This design comes from an exercise in tuning for small area and a short achievable clock period on the open sky130 flow, not from production work.
Only simulation tests tie the RTL to the original design; equivalence was not proved.
No activity file was given, so power comes from the tool's default toggle rates.

Design matrix_convol, start of the top module:
module matrix_convol #(parameter m=9, f=3) (clk, rst, a, b, stride, out, done);
Size in the first run: about 1600 cells after synthesis, roughly 830 flip-flops, ~39 I/O pins, roughly 23000 sq um of cells after synthesis.
Settings: LEC_CHECK=0, CAP_MARGIN=20, CORE_MARGIN=2, CORE_UTILIZATION=40, CTS_BUF_LIST=sky130_fd_sc_hd__clkbuf_8, CTS_CLUSTER_DIAMETER=60, CTS_CLUSTER_SIZE=20, SLEW_MARGIN=20; clock period 11.0 ns.
standard.sh (not shown) runs the stock make flow with config.mk's settings and CLKGATE_MAP_FILE= SYNTH_SCRIPT=/design/flow/synth_recipe.tcl, a recipe that flattens the netlist after the stock synthesis.
==> flow/flow/run.sh <==
#!/bin/bash
# The standard layout (the standard.sh, every step unchanged), with the
# ports buffered by a plain buffer (buf_2) and a clock tree without dummy
# loads, with clkbuf_16 at its root and upper level and clkbuf_8 at its leaves.
set -euo pipefail
export BUFFER_PORTS_ARGS="-buffer_cell sky130_fd_sc_hd__buf_2"
export CTS_ARGS="-sink_clustering_enable -repair_clock_nets -sink_clustering_size 20 -sink_clustering_max_diameter 60 -buf_list sky130_fd_sc_hd__clkbuf_8 -root_buf sky130_fd_sc_hd__clkbuf_16 -dont_use_dummy_load"
bash standard.sh > standard.log 2>&1
The first run ran to the end with no violations.
Next try:
--- a/flow/flow/run.sh
+++ b/flow/flow/run.sh
@@ -3 +3 @@
-# ports buffered by a plain buffer (buf_2) and a clock tree without dummy
+# ports buffered by a plain buffer (buf_4) and a clock tree without dummy
@@ -6 +6 @@
-export BUFFER_PORTS_ARGS="-buffer_cell sky130_fd_sc_hd__buf_2"
+export BUFFER_PORTS_ARGS="-buffer_cell sky130_fd_sc_hd__buf_4"
Design area climbs by 0.51%.
Global-route usage barely changes.
Die area is unchanged.
Worst hold slack is better by 0.022 ns.
Routed wire length falls by 0.46%.
Power barely changes.
Final cell count is about the same.
Setup slack improved by 0.026 ns.
Via count is about the same.
Flip-flop and latch count stays the same.
Next try:
--- a/flow/config.mk
+++ b/flow/config.mk
@@ -7,0 +8 @@
+export ABC_AREA = 1
Result: Design area goes up by about 1.4%; worst hold slack barely changes; routed wire length goes up by about 9%; register-to-register slack improved by 0.03 ns; cell count is higher by 9.7%; die area came out higher by 1.8%; first-iteration DRC count drops by about 0.75%; non-clock buffer count shrinks by 3; global-route usage increases by 1.0 points; via count rises by 7.4%; fmax barely changes.
Next try:
--- a/flow/config.mk
+++ b/flow/config.mk
@@ -8 +7,0 @@
-export ABC_AREA = 1
@@ -11 +10 @@
-export CORE_UTILIZATION = 40
+export CORE_UTILIZATION = 60
Result: The new run produced a clean layout. Wire length drops by 9.9%. Die area shrinks by 34%. Register-to-register slack loses 0.13 ns. Utilization came out higher by 21 points. Worst hold slack gets better by 0.017 ns. Cell count shrinks by 18%. Worst setup slack gets worse by 0.047 ns.

matrix_convol, a different RTL version from the one above (not shown whole).
Size in the first run: about 1500 cells after synthesis, roughly 39 I/O pins, about 23000 sq um of cells after synthesis.
==> flow/config.mk <==
export PLATFORM = sky130hd
export DESIGN_NAME = matrix_convol
export DESIGN_NICKNAME = matrix_convol
export VERILOG_FILES = /design/flow/design.v
export SDC_FILE = /design/flow/constraint.sdc
export NUM_CORES = 4
export LEC_CHECK = 0
export CAP_MARGIN = 20
export CORE_MARGIN = 2
export CORE_UTILIZATION = 40
export CTS_BUF_LIST = sky130_fd_sc_hd__clkbuf_8
export CTS_CLUSTER_DIAMETER = 60
export CTS_CLUSTER_SIZE = 20
export SLEW_MARGIN = 20
==> flow/constraint.sdc <==
create_clock -name core_clock -period 11.0 [get_ports {clk}]
set_input_delay 2.2000 -clock core_clock [delete_from_list [all_inputs] [get_ports {clk}]]
set_output_delay 2.2000 -clock core_clock [all_outputs]
set_load 0.01 [all_outputs]
==> flow/flow/run.sh <==
#!/bin/bash
# The standard layout (the standard.sh, every step unchanged), with the
# ports buffered by a plain buffer (buf_4) no dummy clock loads, and timing repair aimed at a 3.1 ns period.
set -euo pipefail
export BUFFER_PORTS_ARGS="-buffer_cell sky130_fd_sc_hd__buf_4"
export CTS_ARGS="-sink_clustering_enable -repair_clock_nets -sink_clustering_size 20 -sink_clustering_max_diameter 60 -buf_list sky130_fd_sc_hd__clkbuf_8 -dont_use_dummy_load"
export SETUP_SLACK_MARGIN=7.9
bash standard.sh > standard.log 2>&1
The first run went through all stages and came out clean.
Rerun with:
==> flow/run.sh (new file) <==
#!/bin/bash
# synth_recipe.tcl (not shown) runs the flow's synth.tcl, then flattens the netlist and writes it again
# the make line also repeats each setting of config.mk as NAME=value (left out here)
make -C /OpenROAD-flow-scripts/flow DESIGN_CONFIG=/design/flow/config.mk WORK_HOME=/design/flow/orfs CLKGATE_MAP_FILE= SYNTH_SCRIPT=/design/flow/synth_recipe.tcl finish
removed: flow/flow/run.sh
removed: flow/standard.sh
Effect: Final area is higher by 1.6%. Area after synthesis is unchanged. Power is higher by 4.1%. Cell count is higher by 1.1%. Clock skew is lower by 0.047 ns. Sequential share of layout area is lower by 1.1 points.

## port drivers added, routing unchanged
Ports are ideal in the flow. The routed layouts listed here were re-timed in OpenROAD.
Step 1 assumes that a clkbuf_16 drives the clock port and a buf_2 every other input.
Step 2 times the ports against the registers' clock, not the clock port: input delays grow and output delays shrink by t, the midpoint of the rising clock arrivals with the driver on.
a / b / c = ideal ports / drivers / drivers and shift; a / b = the first two.
run	t (ns)	setup slack, ns	hold slack, ns	cell pins on the clock port's net
the first run of note 1	0.588	7.758 / 7.702 / 7.984	0.248 / 0.248 / 0.248	1
the second run of note 1	0.597	7.784 / 7.724 / 8.055	0.269 / 0.269 / 0.269	1
the third run of note 1	0.591	7.777 / 7.721 / 8.084	0.268 / 0.268 / 0.268	1
the fourth run of note 1	0.594	7.730 / 7.674 / 7.954	0.285 / 0.285 / 0.285	1
the first run of note 2	0.701	7.620 / 7.568 / 7.999	0.252 / 0.252 / 0.252	1
the second run of note 2	0.722	7.244 / 7.193 / 7.731	0.310 / 0.310 / 0.310	1
After both steps setup and hold are still met in every run listed.
